Source: an optimization exercise on an open RTL-to-GDS flow (aim: a short achievable clock period and few clock cycles). Production flows keep margins and buffers that such runs may drop. RTL that was checked went through simulation tests only; none was proved equivalent to the original. Power is estimated from default activity; no workload was simulated.

==> flow/design.v <==
`timescale 1ns/100ps
`default_nettype none
module MU0_inv   (input wire a, output wire y);           assign y = ~a; endmodule
module MU0_nand2 (input wire a, b, output wire y);        assign y = ~(a & b); endmodule
module MU0_nor2  (input wire a, b, output wire y);        assign y = ~(a | b); endmodule
module MU0_aoi21 (input wire a1, a2, b1, output wire y);  assign y = ~((a1 & a2) | b1); endmodule
module MU0_oai21 (input wire a1, a2, b1, output wire y);  assign y = ~((a1 | a2) & b1); endmodule
module MU0_mux2  (input wire a0, a1, s, output wire y);   assign y = s ? a1 : a0; endmodule
`default_nettype wire
`timescale 1ns/100ps
`default_nettype none
module MU0 (
           input  wire         Clk,
           input  wire         Reset,
           input  wire [15:0]  Din,
           output wire         Rd,
           output wire         Wr,
           output wire [11:0]  Addr,
           output wire [15:0]  Dout,
           output wire         Halted
	   );
reg        oper_r, store_r, halt_r;
reg [11:0] addr_r;    
reg [11:0] ret_r;     
reg        nrd_r, wr_r;
reg [15:0] acc;
reg [15:0] dout_r;    
reg        nz_r;      
reg        lda_r;     
reg [15:0] x_r;       
reg [15:0] k_r;       
wire [2:0]  op = Din[14:12];
wire [11:0] s  = Din[11:0];
wire [11:0] addr_inc = addr_r + 12'd1;
wire        is_lda = (op == 3'd0);
wire        is_sub = (op == 3'd3);
wire        fetch  = ~(oper_r | store_r | halt_r);
wire to_s = ~op[2] | (op == 3'd4) |
            (op == 3'd5 & ~acc[15]) |
            (op == 3'd6 & nz_r);
wire [15:0] gn0, pn0, g1, p1, gn2, pn2, g3, p3, gn4;
genvar i;
generate
  for (i = 0; i < 16; i = i + 1) begin : pfx
    MU0_nand2 l0g (.a(x_r[i]), .b(Din[i]), .y(gn0[i]));
    MU0_nor2  l0p (.a(x_r[i]), .b(Din[i]), .y(pn0[i]));
    if (i >= 1) begin : l1
      MU0_oai21 g (.a1(pn0[i]), .a2(gn0[i-1]), .b1(gn0[i]), .y(g1[i]));
    end else begin : l1
      MU0_inv   g (.a(gn0[i]), .y(g1[i]));
    end
    if (i >= 2) begin : l1p
      MU0_nor2  p (.a(pn0[i]), .b(pn0[i-1]), .y(p1[i]));
    end else begin : l1p
      assign p1[i] = 1'b0;
    end
    if (i >= 2) begin : l2
      MU0_aoi21 g (.a1(p1[i]), .a2(g1[i-2]), .b1(g1[i]), .y(gn2[i]));
    end else begin : l2
      MU0_inv   g (.a(g1[i]), .y(gn2[i]));
    end
    if (i >= 4) begin : l2p
      MU0_nand2 p (.a(p1[i]), .b(p1[i-2]), .y(pn2[i]));
    end else begin : l2p
      assign pn2[i] = 1'b1;
    end
    if (i >= 4) begin : l3
      MU0_oai21 g (.a1(pn2[i]), .a2(gn2[i-4]), .b1(gn2[i]), .y(g3[i]));
    end else begin : l3
      MU0_inv   g (.a(gn2[i]), .y(g3[i]));
    end
    if (i >= 8) begin : l3p
      MU0_nor2  p (.a(pn2[i]), .b(pn2[i-4]), .y(p3[i]));
    end else begin : l3p
      assign p3[i] = 1'b0;
    end
    if (i >= 8) begin : l4
      MU0_aoi21 g (.a1(p3[i]), .a2(g3[i-8]), .b1(g3[i]), .y(gn4[i]));
    end else begin : l4
      MU0_inv   g (.a(g3[i]), .y(gn4[i]));
    end
  end
endgenerate
wire [15:0] h = acc ^ Din;
wire [15:0] nc = ~oper_r ? acc : lda_r ? Din : h;    
wire [15:0] wc = ~oper_r ? acc : lda_r ? Din : ~h;   
wire [15:0] acc_next;
assign acc_next[0] = nc[0];
generate
  for (i = 1; i < 16; i = i + 1) begin : fin
    MU0_mux2 m (.a0(wc[i]), .a1(nc[i]), .s(gn4[i-1]), .y(acc_next[i]));
  end
endgenerate
wire        res_nz = |(Din ^ k_r);
wire [15:0] on1, o2, on3, o4;
generate
  for (i = 0; i < 16; i = i + 1) begin : nor_pfx
    if (i >= 1) begin : l1
      MU0_nor2  g (.a(acc[i]), .b(acc[i-1]), .y(on1[i]));
    end else begin : l1
      MU0_inv   g (.a(acc[i]), .y(on1[i]));
    end
    if (i >= 2) begin : l2
      MU0_nand2 g (.a(on1[i]), .b(on1[i-2]), .y(o2[i]));
    end else begin : l2
      MU0_inv   g (.a(on1[i]), .y(o2[i]));
    end
    if (i >= 4) begin : l3
      MU0_nor2  g (.a(o2[i]), .b(o2[i-4]), .y(on3[i]));
    end else begin : l3
      MU0_inv   g (.a(o2[i]), .y(on3[i]));
    end
    if (i >= 8) begin : l4
      MU0_nand2 g (.a(on3[i]), .b(on3[i-8]), .y(o4[i]));
    end else begin : l4
      MU0_inv   g (.a(on3[i]), .y(o4[i]));
    end
  end
endgenerate
wire [15:0] acc_neg = acc ^ {o4[14:0], 1'b0};
always @(posedge Clk) begin
  x_r   <= acc ^ {16{is_sub}};
  k_r   <= is_lda ? 16'd0 : is_sub ? acc : acc_neg;
  lda_r <= fetch & is_lda;
  ret_r <= addr_inc;
end
always @(posedge Clk or posedge Reset)
  if (Reset) begin
    oper_r  <= 1'b0;
    store_r <= 1'b0;
    halt_r  <= 1'b0;
    addr_r  <= 12'd0;
    nrd_r   <= 1'b0;
    wr_r    <= 1'b0;
    acc     <= 16'd0;
    dout_r  <= 16'd0;
    nz_r    <= 1'b0;
  end else begin
    acc    <= acc_next;
    dout_r <= acc_next;
    if (oper_r)
      nz_r <= res_nz;
    if (fetch) begin
      addr_r  <= to_s ? s : addr_inc;
      oper_r  <= ~op[2] & (op != 3'd1);
      store_r <= (op == 3'd1);
      halt_r  <= (op == 3'd7);
      nrd_r   <= (op == 3'd1) | (op == 3'd7);
      wr_r    <= (op == 3'd1);
    end else if (~halt_r) begin
      addr_r  <= ret_r;
      oper_r  <= 1'b0;
      store_r <= 1'b0;
      nrd_r   <= 1'b0;
      wr_r    <= 1'b0;
    end
  end
assign Addr   = addr_r;
assign Rd     = ~nrd_r;
assign Wr     = wr_r;
assign Dout   = dout_r;
assign Halted = halt_r;
endmodule
`default_nettype wire
export LEC_CHECK = 0
export CAP_MARGIN = 20
export CORE_MARGIN = 2
export CORE_UTILIZATION = 40
export SETUP_SLACK_MARGIN = 2.5
export SLEW_MARGIN = 20
export SYNTH_HIERARCHICAL = 1
export SYNTH_MINIMUM_KEEP_SIZE = 0
create_clock -name core_clock -period 4.0 [get_ports {Clk}]
run.sh (not shown) runs the stock make flow with config.mk's settings and CLKGATE_MAP_FILE= SYNTH_SCRIPT=/design/flow/synth_recipe.tcl, a recipe that flattens the netlist after the stock synthesis.
Rerun with:
--- a/flow/design.v
+++ b/flow/design.v
@@ -2,12 +2,13 @@
 `default_nettype none
 module MU0_inv   (input wire a, output wire y);           assign y = ~a; endmodule
 module MU0_nand2 (input wire a, b, output wire y);        assign y = ~(a & b); endmodule
 module MU0_nor2  (input wire a, b, output wire y);        assign y = ~(a | b); endmodule
 module MU0_aoi21 (input wire a1, a2, b1, output wire y);  assign y = ~((a1 & a2) | b1); endmodule
 module MU0_oai21 (input wire a1, a2, b1, output wire y);  assign y = ~((a1 | a2) & b1); endmodule
+module MU0_xnor2 (input wire a, b, output wire y);        assign y = ~(a ^ b); endmodule
 module MU0_mux2  (input wire a0, a1, s, output wire y);   assign y = s ? a1 : a0; endmodule
 `default_nettype wire
 `timescale 1ns/100ps
 `default_nettype none
 module MU0 (
            input  wire         Clk,
@@ -19,13 +20,13 @@
            output wire [15:0]  Dout,
            output wire         Halted
 	   );
 reg        oper_r, store_r, halt_r;
 reg [11:0] addr_r;    
 reg [11:0] ret_r;     
-reg        nrd_r, wr_r;
+reg        rd_r, wr_r;
 reg [15:0] acc;
 reg [15:0] dout_r;    
 reg        nz_r;      
 reg        lda_r;     
 reg [15:0] x_r;       
 reg [15:0] k_r;       
@@ -79,19 +80,18 @@
     end else begin : l4
       MU0_inv   g (.a(g3[i]), .y(gn4[i]));
     end
   end
 endgenerate
 wire [15:0] h = acc ^ Din;
-wire [15:0] nc = ~oper_r ? acc : lda_r ? Din : h;    
-wire [15:0] wc = ~oper_r ? acc : lda_r ? Din : ~h;   
+wire [15:0] a = ~oper_r ? acc : lda_r ? Din : h;
 wire [15:0] acc_next;
-assign acc_next[0] = nc[0];
+assign acc_next[0] = a[0];
 generate
   for (i = 1; i < 16; i = i + 1) begin : fin
-    MU0_mux2 m (.a0(wc[i]), .a1(nc[i]), .s(gn4[i-1]), .y(acc_next[i]));
+    MU0_xnor2 x (.a(a[i]), .b(gn4[i-1]), .y(acc_next[i]));
   end
 endgenerate
 wire        res_nz = |(Din ^ k_r);
 wire [15:0] on1, o2, on3, o4;
 generate
   for (i = 0; i < 16; i = i + 1) begin : nor_pfx
@@ -116,49 +116,54 @@
       MU0_inv   g (.a(on3[i]), .y(o4[i]));
     end
   end
 endgenerate
 wire [15:0] acc_neg = acc ^ {o4[14:0], 1'b0};
 always @(posedge Clk) begin
-  x_r   <= acc ^ {16{is_sub}};
-  k_r   <= is_lda ? 16'd0 : is_sub ? acc : acc_neg;
-  lda_r <= fetch & is_lda;
-  ret_r <= addr_inc;
+  k_r    <= is_lda ? 16'd0 : is_sub ? acc : acc_neg;
+  lda_r  <= fetch & is_lda;
+  ret_r  <= addr_inc;
+  dout_r <= acc;
+end
+always @(posedge Clk) begin
+  x_r <= (~Reset & fetch & ~op[2] & op[1]) ? acc ^ {16{is_sub}} : 16'd0;
+  if (Reset) begin
+    addr_r <= 12'd0;
+    rd_r   <= 1'b1;
+  end else if (fetch) begin
+    addr_r <= to_s ? s : addr_inc;
+    rd_r   <= ~((op == 3'd1) | (op == 3'd7));
+  end else if (~halt_r) begin
+    addr_r <= ret_r;
+    rd_r   <= 1'b1;
+  end
 end
 always @(posedge Clk or posedge Reset)
   if (Reset) begin
     oper_r  <= 1'b0;
     store_r <= 1'b0;
     halt_r  <= 1'b0;
-    addr_r  <= 12'd0;
-    nrd_r   <= 1'b0;
     wr_r    <= 1'b0;
     acc     <= 16'd0;
-    dout_r  <= 16'd0;
     nz_r    <= 1'b0;
   end else begin
-    acc    <= acc_next;
-    dout_r <= acc_next;
+    acc <= acc_next;
     if (oper_r)
       nz_r <= res_nz;
     if (fetch) begin
-      addr_r  <= to_s ? s : addr_inc;
       oper_r  <= ~op[2] & (op != 3'd1);
       store_r <= (op == 3'd1);
       halt_r  <= (op == 3'd7);
-      nrd_r   <= (op == 3'd1) | (op == 3'd7);
       wr_r    <= (op == 3'd1);
     end else if (~halt_r) begin
-      addr_r  <= ret_r;
       oper_r  <= 1'b0;
       store_r <= 1'b0;
-      nrd_r   <= 1'b0;
       wr_r    <= 1'b0;
     end
   end
 assign Addr   = addr_r;
-assign Rd     = ~nrd_r;
+assign Rd     = rd_r;
 assign Wr     = wr_r;
 assign Dout   = dout_r;
 assign Halted = halt_r;
 endmodule
 `default_nettype wire
Outcome: The changed run passed the timing, design-rule and antenna checks. Cell count fell by 6.3%. Count of clock-buffer cells in the layout went down by 3. Sequential power went up by about 4%. Die area falls by 1.8%. Register-to-register slack gets worse by 0.05 ns. Clock skew went down by 0.0033 ns. Flip-flop and latch count went up by 16. Sequential share of layout area rose by 5.1 points. Cell area decreases by 4.8%. Utilization decreases by 0.66 points. Worst hold slack loses 0.013 ns.
Testbench counts after the change, summed over its fixed seeds: cycles 83,782.
Function not checked in the first run of this note: the RTL went through the layout flow alone.


== run 1 ==
Another version of the RTL of MU0 (not shown whole).
For scale: roughly 47 flip-flops, about 49 I/O pins.
==> module MU0, before the edit <==
module MU0 (
           input  wire         Clk,
           input  wire         Reset,
           input  wire [15:0]  Din,
           output wire         Rd,
           output wire         Wr,
           output wire [11:0]  Addr,
           output wire [15:0]  Dout,
           output wire         Halted
	   );
localparam S_FETCH = 2'd0;   
localparam S_OPER  = 2'd1;   
localparam S_STORE = 2'd2;   
localparam S_HALT  = 2'd3;   
reg [1:0]  state;
reg [11:0] pc;        
reg [11:0] addr_r;
reg        rd_r, wr_r, halted_r;
reg [15:0] acc;
reg        op_lda, op_sub;   
wire [2:0]  op = Din[14:12];
wire [11:0] s  = Din[11:0];
wire [11:0] pc_inc = pc + 12'd1;
wire taken = (op == 3'd4) |
             (op == 3'd5 & ~acc[15]) |
             (op == 3'd6 & (|acc));
wire [15:0] sum = acc + (Din ^ {16{op_sub}}) + {15'd0, op_sub};
always @(posedge Clk or posedge Reset)
  if (Reset) begin
    state    <= S_FETCH;
    pc       <= 12'd0;
    addr_r   <= 12'd0;
    rd_r     <= 1'b1;
    wr_r     <= 1'b0;
    halted_r <= 1'b0;
    acc      <= 16'd0;
    op_lda   <= 1'b0;
    op_sub   <= 1'b0;
  end else begin
    case (state)
      S_FETCH: begin
        op_lda <= (op == 3'd0);
        op_sub <= (op == 3'd3);
        case (op)
          3'd0, 3'd2, 3'd3: begin
            state  <= S_OPER;
            addr_r <= s;
            pc     <= pc_inc;
            rd_r   <= 1'b1;
            wr_r   <= 1'b0;
          end
          3'd1: begin
            state  <= S_STORE;
            addr_r <= s;
            pc     <= pc_inc;
            rd_r   <= 1'b0;
            wr_r   <= 1'b1;
          end
          3'd7: begin
            state    <= S_HALT;
            rd_r     <= 1'b0;
            wr_r     <= 1'b0;
            halted_r <= 1'b1;
          end
          default: begin
            addr_r <= taken ? s : pc_inc;
            pc     <= taken ? s : pc_inc;
            rd_r   <= 1'b1;
            wr_r   <= 1'b0;
          end
        endcase
      end
      S_OPER: begin
        acc    <= op_lda ? Din : sum;
        state  <= S_FETCH;
        addr_r <= pc;
        rd_r   <= 1'b1;
        wr_r   <= 1'b0;
      end
      S_STORE: begin
        state  <= S_FETCH;
        addr_r <= pc;
        rd_r   <= 1'b1;
        wr_r   <= 1'b0;
      end
      default: ;
    endcase
  end
assign Addr   = addr_r;
assign Rd     = rd_r;
assign Wr     = wr_r;
assign Dout   = acc;
assign Halted = halted_r;
endmodule
make LEC_CHECK=0 ABC_CLOCK_PERIOD_IN_PS=1000 CAP_MARGIN=20 CORE_MARGIN=2 CORE_UTILIZATION=40 SETUP_SLACK_MARGIN=2.5 SLEW_MARGIN=20 finish   # period 4.0 ns
Run 1 completed end to end with timing, DRC and antenna clean.
The inputs of run 2 differ from those of run 1 as listed below.
==> flow/design.v, changed modules only <==
module MU0 (
           input  wire         Clk,
           input  wire         Reset,
           input  wire [15:0]  Din,
           output wire         Rd,
           output wire         Wr,
           output wire [11:0]  Addr,
           output wire [15:0]  Dout,
           output wire         Halted
	   );
localparam S_FETCH = 2'd0;   
localparam S_OPER  = 2'd1;   
localparam S_STORE = 2'd2;   
localparam S_HALT  = 2'd3;   
reg [1:0]  state;
reg [11:0] pc;        
reg [11:0] addr_r;
reg        rd_r, wr_r, halted_r;
reg [15:0] acc;
wire [2:0]  op = Din[14:12];
wire [11:0] s  = Din[11:0];
wire [11:0] pc_inc = pc + 12'd1;
wire taken = (op == 3'd4) |
             (op == 3'd5 & ~acc[15]) |
             (op == 3'd6 & (|acc));
reg  [15:0] x_r, y_r;
wire [15:0] x = x_r;
wire [15:0] g0 = x & Din;
wire [15:0] p0 = x ^ Din;
wire [15:0] g1, p1, g2, p2, g3, p3, g4;
genvar i;
generate
  for (i = 0; i < 16; i = i + 1) begin : pfx
    if (i >= 1) begin
      assign g1[i] = g0[i] | (p0[i] & g0[i-1]);
      assign p1[i] = p0[i] & p0[i-1];
    end else begin
      assign g1[i] = g0[i];
      assign p1[i] = p0[i];
    end
    if (i >= 2) begin
      assign g2[i] = g1[i] | (p1[i] & g1[i-2]);
      assign p2[i] = p1[i] & p1[i-2];
    end else begin
      assign g2[i] = g1[i];
      assign p2[i] = p1[i];
    end
    if (i >= 4) begin
      assign g3[i] = g2[i] | (p2[i] & g2[i-4]);
      assign p3[i] = p2[i] & p2[i-4];
    end else begin
      assign g3[i] = g2[i];
      assign p3[i] = p2[i];
    end
    if (i >= 8) begin
      assign g4[i] = g3[i] | (p3[i] & g3[i-8]);
    end else begin
      assign g4[i] = g3[i];
    end
  end
endgenerate
wire [15:0] sum = y_r ^ Din ^ {g4[14:0], 1'b0};
always @(posedge Clk) begin
  x_r <= (op == 3'd0) ? 16'd0 : (op == 3'd3) ? ~acc : acc;
  y_r <= (op == 3'd0) ? 16'd0 : acc;
end
always @(posedge Clk or posedge Reset)
  if (Reset) begin
    state    <= S_FETCH;
    pc       <= 12'd0;
    addr_r   <= 12'd0;
    rd_r     <= 1'b1;
    wr_r     <= 1'b0;
    halted_r <= 1'b0;
    acc      <= 16'd0;
  end else begin
    case (state)
      S_FETCH: begin
        case (op)
          3'd0, 3'd2, 3'd3: begin
            state  <= S_OPER;
            addr_r <= s;
            pc     <= pc_inc;
            rd_r   <= 1'b1;
            wr_r   <= 1'b0;
          end
          3'd1: begin
            state  <= S_STORE;
            addr_r <= s;
            pc     <= pc_inc;
            rd_r   <= 1'b0;
            wr_r   <= 1'b1;
          end
          3'd7: begin
            state    <= S_HALT;
            rd_r     <= 1'b0;
            wr_r     <= 1'b0;
            halted_r <= 1'b1;
          end
          default: begin
            addr_r <= taken ? s : pc_inc;
            pc     <= taken ? s : pc_inc;
            rd_r   <= 1'b1;
            wr_r   <= 1'b0;
          end
        endcase
      end
      S_OPER: begin
        acc    <= sum;
        state  <= S_FETCH;
        addr_r <= pc;
        rd_r   <= 1'b1;
        wr_r   <= 1'b0;
      end
      S_STORE: begin
        state  <= S_FETCH;
        addr_r <= pc;
        rd_r   <= 1'b1;
        wr_r   <= 1'b0;
      end
      default: ;
    endcase
  end
assign Addr   = addr_r;
assign Rd     = rd_r;
assign Wr     = wr_r;
assign Dout   = acc;
assign Halted = halted_r;
endmodule
### Flow results
- Against run 1, run 2 reports a depth of the most critical reg-to-reg path that is lower.
- Compared to run 1, the routing of run 2 uses more wire.
- Comparing run 2 and run 1, the higher portion of the clock cycle consumed by the worst path in the final layout was measured on run 1.
- Run 2 vs run 1: total power up by a little under 10%
- Run 2 does worse than run 1 on cell-internal power.
- Per the comparison of run 2 with run 1, minimum clock period after layout decreased by 0.91 ns relative to the old numbers; register fraction of the total cell area has increased.
- Looking at H-tree depth, run 2 sits 1 above run 1.
- Run 1 → run 2: proportion of power drawn by combinational gates has decreased, fmax has increased, final worst-path setup slack has increased.
No run of this note included a check of the RTL's function; only the layout flow was run.

==> what the ideal ports hide <==
How much do the figures lean on ideal ports? The routed layouts below were timed once more, with nothing changed but the port constraints. Step 1, drivers: a clkbuf_16 drives Clk and a buf_2 each remaining input, both assumed. Step 2 times the ports against the registers' clock, not the clock port: input delays grow and output delays shrink by t, the midpoint of the rising clock arrivals with the driver on. a / b / c = ideal ports / drivers / drivers and shift; a / b = the first two.
run	t, ns	setup slack, ns	worst setup path after step 2
the first run of note 1	0.379	2.184 / 2.166 / 1.787	input to register
the second run of note 1	0.380	2.316 / 2.280 / 2.018	input to register
run 1	0.337	1.060 / 1.066 / 0.729	input to register
run 2	0.379	1.968 / 1.961 / 1.582	input to register
After both steps setup and hold are still met in every run listed. The setup slack of the first run of note 1, which loses most, moves by -0.018 ns with the drivers and by -0.397 ns with both steps.
